What follows belongs to an exercise in optimizing a design on an open flow for small area, a short achievable clock period and few clock cycles; a production flow would make more cautious choices. At most, simulation tests tie the RTL to the original design; equivalence was not proved. Power figures rest on the tool's default switching activity, not on a simulated workload.

==> flow/design.v <==
module fastadd #(parameter N = 8)
(input [N-1:0] x, y,
input ci,
output [N-1:0] s);
reg [N:0] G, P;
integer i, d;
always @(*) begin
	G[0] = ci;
	P[0] = 1'b0;
	for (i = 0; i < N; i = i + 1) begin
		G[i+1] = x[i] & y[i];
		P[i+1] = x[i] ^ y[i];
	end
	for (d = 1; d <= N; d = d * 2)
		for (i = N; i >= d; i = i - 1) begin
			G[i] = G[i] | (P[i] & G[i-d]);
			P[i] = P[i] & P[i-d];
		end
end
assign s = x ^ y ^ G[N-1:0];
endmodule
module my_cpu(input clk, reset,
output [5:0] address,
output memWr,
output [7:0] writedata,
input [7:0] readdata, IN,
output [7:0] OUT,
output halt
);
reg [5:0] pc;
reg [7:0] a;
reg [7:0] outr;
reg [7:0] ir;       
reg       ev;       
reg       yi, yc;   
reg [7:0] rsel;     
reg [7:0] rf [0:7];
reg       haltr;
reg       s_ldi, s_jmp, s_rel, s_ldm, s_stm, s_dld, s_dst;
wire s_d   = s_dld | s_dst;
wire fetch = ~(s_ldi | s_jmp | s_rel | s_ldm | s_stm | s_d | haltr);
assign address   = pc;
assign memWr     = s_dst;
assign writedata = a;
assign OUT       = outr;
assign halt      = haltr;
wire [3:0] eh = ir[7:4];
reg  [7:0] rv;
integer k;
always @(*) begin
	rv = 8'd0;
	for (k = 0; k < 8; k = k + 1)
		rv = rv | ({8{rsel[k]}} & rf[k]);
end
wire e_lda = ev & (eh == 4'h1);
wire e_sta = ev & (eh == 4'h2);
wire e_and = ev & (eh == 4'hA);
wire e_or  = ev & (eh == 4'hB);
wire e_add = ev & (eh == 4'hC);
wire e_sub = ev & (eh == 4'hD);
wire e_e   = ev & (eh == 4'hE) & ~ir[3] & ~(ir[2] & ir[1]);
wire e_not = e_e & (ir[2:0] == 3'd0);
wire e_inc = e_e & (ir[2:0] == 3'd1);
wire e_dec = e_e & (ir[2:0] == 3'd2);
wire e_shl = e_e & (ir[2:0] == 3'd3);
wire e_shr = e_e & (ir[2:0] == 3'd4);
wire e_ror = e_e & (ir[2:0] == 3'd5);
wire e_in  = ev & (ir == 8'hF0);
wire e_out = ev & (ir == 8'hF1);
wire e_aw = e_lda | e_and | e_or | e_add | e_sub | e_e | e_in;
wire       e_arith = e_add | e_sub | e_inc | e_dec;
wire [7:0] y = rv ^ {8{yi}};
wire [7:0] sum;
fastadd #(8) adder(a, y, yc, sum);
wire       a_mem = s_ldi | s_dld;
wire       a_hold = ~(e_aw | a_mem);
wire [7:0] ares = ({8{e_lda}} & rv)
                | ({8{e_and}} & (a & rv))
                | ({8{e_or}} & (a | rv))
                | ({8{e_arith}} & sum)
                | ({8{e_not}} & ~a)
                | ({8{e_shl}} & {a[6:0], 1'b0})
                | ({8{e_shr}} & {1'b0, a[7:1]})
                | ({8{e_ror}} & {a[0], a[7:1]})
                | ({8{e_in}} & IN)
                | ({8{a_mem}} & readdata)
                | ({8{a_hold}} & a);
always @(posedge clk)
	for (k = 0; k < 8; k = k + 1)
		if (e_sta & rsel[k])
			rf[k] <= a;
wire az = (a == 8'd0);
function take;
	input [7:0] op;
	input z, n;
	case (op[7:4])
		4'h7:    take = z;
		4'h8:    take = ~z;
		4'h9:    take = ~n & ((op[3:0] != 4'd0) | ~z);
		default: take = 1'b1;
	endcase
endfunction
wire [3:0] fh = readdata[7:4];
wire       flo0 = (readdata[3:0] == 4'd0);
wire       f_br = (fh[3:2] == 2'b01 & fh[1]) | (fh[3:2] == 2'b10 & ~fh[1]);
wire f_ldm  = (readdata == 8'h30);
wire f_stm  = (readdata == 8'h40);
wire f_ldi  = (readdata == 8'h50);
wire f_halt = (readdata == 8'hF2);
wire f_e    = ~f_br & ~f_ldm & ~f_stm & ~f_ldi & ~f_halt;
wire f_add  = (fh == 4'hC);
wire f_sub  = (fh == 4'hD);
wire f_inc  = (readdata == 8'hE1);
wire f_dec  = (readdata == 8'hE2);
wire       j_take = take(ir, az, a[7]);
wire [5:0] pc1 = pc + 6'd1;
wire [5:0] pcrel;
fastadd #(6) reladd(pc, {{3{ir[3]}}, ir[2:0] ^ {3{ir[3]}}}, ir[3], pcrel);
wire p_inc  = fetch | s_ldi | (s_jmp & ~j_take);
wire p_rd   = (s_jmp & j_take) | s_ldm | s_stm;
wire p_rel  = s_rel & j_take;
wire p_hold = haltr | (s_rel & ~j_take);
wire [5:0] pcn = ({6{p_inc}} & pc1)
               | ({6{p_rel}} & pcrel)
               | ({6{p_rd}} & readdata[5:0])
               | ({6{s_d}} & ir[5:0])
               | ({6{p_hold}} & pc);
always @(posedge clk) begin
	if (s_ldm | s_stm)
		ir <= {2'b00, pc1};
	else
		ir <= readdata;
	rsel <= (f_inc | f_dec) ? 8'd0 : (8'd1 << readdata[2:0]);
	yi <= f_sub | f_dec;
	yc <= f_sub | f_inc;
	if (reset) begin
		pc <= 6'd0;
		a <= 8'd0;
		outr <= 8'd0;
		ev <= 1'b0;
		haltr <= 1'b0;
		s_ldi <= 1'b0; s_jmp <= 1'b0; s_rel <= 1'b0; s_ldm <= 1'b0; s_stm <= 1'b0;
		s_dld <= 1'b0; s_dst <= 1'b0;
	end else begin
		a <= ares;
		pc <= pcn;
		if (e_out) outr <= a;
		ev    <= fetch & f_e;
		haltr <= haltr | (fetch & f_halt);
		s_ldi <= fetch & f_ldi;
		s_ldm <= fetch & f_ldm;
		s_stm <= fetch & f_stm;
		s_jmp <= fetch & f_br & flo0;
		s_rel <= fetch & f_br & ~flo0;
		s_dld <= s_ldm;
		s_dst <= s_stm;
	end
end
endmodule
Settings: LEC_CHECK=0, CAP_MARGIN=20, CORE_MARGIN=2, CORE_UTILIZATION=40, SETUP_SLACK_MARGIN=2.5, SLEW_MARGIN=20; clock period 5.0 ns.
standard.sh (not shown) runs the stock make flow with config.mk's settings and CLKGATE_MAP_FILE= SYNTH_SCRIPT=/design/flow/synth_recipe.tcl, a recipe that flattens the netlist after the stock synthesis.
==> flow/flow/run.sh <==
#!/bin/bash
# Standard layout, but with plain buffers on the ports instead of the
# delay-cell buffers buffer_ports picks by default.
set -euo pipefail
export BUFFER_PORTS_ARGS="-buffer_cell sky130_fd_sc_hd__buf_1"
bash standard.sh > standard.log 2>&1
Edit:
--- a/flow/design.v
+++ b/flow/design.v
@@ -16,12 +16,34 @@
 			G[i] = G[i] | (P[i] & G[i-d]);
 			P[i] = P[i] & P[i-d];
 		end
 end
 assign s = x ^ y ^ G[N-1:0];
 endmodule
+module alu8
+(input [7:0] x, y,
+input ci, ce, land, lor, finv,
+output [7:0] s);
+reg [8:0] G, P;
+integer i, d;
+always @(*) begin
+	G[0] = ci;
+	P[0] = 1'b0;
+	for (i = 0; i < 8; i = i + 1) begin
+		G[i+1] = ce & x[i] & y[i];
+		P[i+1] = ce & (x[i] | y[i]);
+	end
+	for (d = 1; d <= 8; d = d * 2)
+		for (i = 8; i >= d; i = i - 1) begin
+			G[i] = G[i] | (P[i] & G[i-d]);
+			P[i] = P[i] & P[i-d];
+		end
+end
+wire [7:0] f = land ? (x & y) : lor ? (x | y) : (x ^ y);
+assign s = f ^ G[7:0] ^ {8{finv}};
+endmodule
 module my_cpu(input clk, reset,
 output [5:0] address,
 output memWr,
 output [7:0] writedata,
 input [7:0] readdata, IN,
 output [7:0] OUT,
@@ -29,13 +51,13 @@
 );
 reg [5:0] pc;
 reg [7:0] a;
 reg [7:0] outr;
 reg [7:0] ir;       
 reg       ev;       
-reg       yi, yc;   
+reg       xz, xinv, cin, ce, land, lor;   
 reg [7:0] rsel;     
 reg [7:0] rf [0:7];
 reg       haltr;
 reg       s_ldi, s_jmp, s_rel, s_ldm, s_stm, s_dld, s_dst;
 wire s_d   = s_dld | s_dst;
 wire fetch = ~(s_ldi | s_jmp | s_rel | s_ldm | s_stm | s_d | haltr);
@@ -65,23 +87,19 @@
 wire e_shl = e_e & (ir[2:0] == 3'd3);
 wire e_shr = e_e & (ir[2:0] == 3'd4);
 wire e_ror = e_e & (ir[2:0] == 3'd5);
 wire e_in  = ev & (ir == 8'hF0);
 wire e_out = ev & (ir == 8'hF1);
 wire e_aw = e_lda | e_and | e_or | e_add | e_sub | e_e | e_in;
-wire       e_arith = e_add | e_sub | e_inc | e_dec;
-wire [7:0] y = rv ^ {8{yi}};
-wire [7:0] sum;
-fastadd #(8) adder(a, y, yc, sum);
+wire       e_alu = e_lda | e_and | e_or | e_add | e_sub | e_not | e_inc | e_dec;
+wire [7:0] x = (a & {8{~xz}}) ^ {8{xinv}};
+wire [7:0] alu;
+alu8 alu0(x, rv, cin, ce, land, lor, xinv & ce, alu);
 wire       a_mem = s_ldi | s_dld;
 wire       a_hold = ~(e_aw | a_mem);
-wire [7:0] ares = ({8{e_lda}} & rv)
-                | ({8{e_and}} & (a & rv))
-                | ({8{e_or}} & (a | rv))
-                | ({8{e_arith}} & sum)
-                | ({8{e_not}} & ~a)
+wire [7:0] ares = ({8{e_alu}} & alu)
                 | ({8{e_shl}} & {a[6:0], 1'b0})
                 | ({8{e_shr}} & {1'b0, a[7:1]})
                 | ({8{e_ror}} & {a[0], a[7:1]})
                 | ({8{e_in}} & IN)
                 | ({8{a_mem}} & readdata)
                 | ({8{a_hold}} & a);
@@ -109,12 +127,14 @@
 wire f_halt = (readdata == 8'hF2);
 wire f_e    = ~f_br & ~f_ldm & ~f_stm & ~f_ldi & ~f_halt;
 wire f_add  = (fh == 4'hC);
 wire f_sub  = (fh == 4'hD);
 wire f_inc  = (readdata == 8'hE1);
 wire f_dec  = (readdata == 8'hE2);
+wire f_not  = (readdata == 8'hE0);
+wire f_reg  = (fh == 4'h1) | (fh == 4'h2) | (fh[3:2] == 2'b10 & fh[1]) | (fh[3:2] == 2'b11 & ~fh[1]);
 wire       j_take = take(ir, az, a[7]);
 wire [5:0] pc1 = pc + 6'd1;
 wire [5:0] pcrel;
 fastadd #(6) reladd(pc, {{3{ir[3]}}, ir[2:0] ^ {3{ir[3]}}}, ir[3], pcrel);
 wire p_inc  = fetch | s_ldi | (s_jmp & ~j_take);
 wire p_rd   = (s_jmp & j_take) | s_ldm | s_stm;
@@ -127,15 +147,19 @@
                | ({6{p_hold}} & pc);
 always @(posedge clk) begin
 	if (s_ldm | s_stm)
 		ir <= {2'b00, pc1};
 	else
 		ir <= readdata;
-	rsel <= (f_inc | f_dec) ? 8'd0 : (8'd1 << readdata[2:0]);
-	yi <= f_sub | f_dec;
-	yc <= f_sub | f_inc;
+	rsel <= f_reg ? (8'd1 << readdata[2:0]) : 8'd0;
+	xz   <= (fh == 4'h1);
+	xinv <= f_sub | f_dec | f_not;
+	cin  <= f_inc | f_dec;
+	ce   <= f_add | f_sub | f_inc | f_dec;
+	land <= (fh == 4'hA);
+	lor  <= (fh == 4'hB);
 	if (reset) begin
 		pc <= 6'd0;
 		a <= 8'd0;
 		outr <= 8'd0;
 		ev <= 1'b0;
 		haltr <= 1'b0;
Outcome: Power goes down by about 0.9%. Wire length fell by 13%. Clock skew barely changes. Clock power grows by about 3%. Combinational power shrinks by 27%. Cell count falls by about 2.8%. Maximum frequency grows by 11%. Cell area went down by 3.0%. Sequential cell count climbs by 4. Via count went down by 9.0%.
Testbench counts after the change, summed over its fixed seeds: cycles 27,699.
Only the layout flow was run in the first run of this note; the RTL was not checked for function there.

-- separate check: timing with driven ports --
No port has a modelled driver above. Below, the same layouts with a new extraction and two added sets of constraints.
Step 1 assumes that a clkbuf_16 drives the clock port and a buf_2 every other input.
Step 2, shift: input delay + t, output delay - t, t = (earliest + latest rising clock arrival at the registers) / 2. This alone moves slack from input paths to output paths.
Slacks: ideal / step 1 / step 2; pairs: ideal / step 1.
run	shift t [ns]	setup WS [ns]	hold WS [ns]	latest minus earliest clock arrival (ns)	worst data-port slew with drivers (ns)
the first run	0.462	2.327 / 2.327 / 2.180	0.480 / 0.480 / 0.480	0.007 / 0.007	0.03
the second run	0.446	2.602 / 2.602 / 2.391	0.479 / 0.479 / 0.479	0.007 / 0.006	0.05
After both steps every run listed still meets setup and hold. For the second run, which loses most, drivers alone change the setup slack by 0.000 ns; drivers and shift together by -0.211 ns.
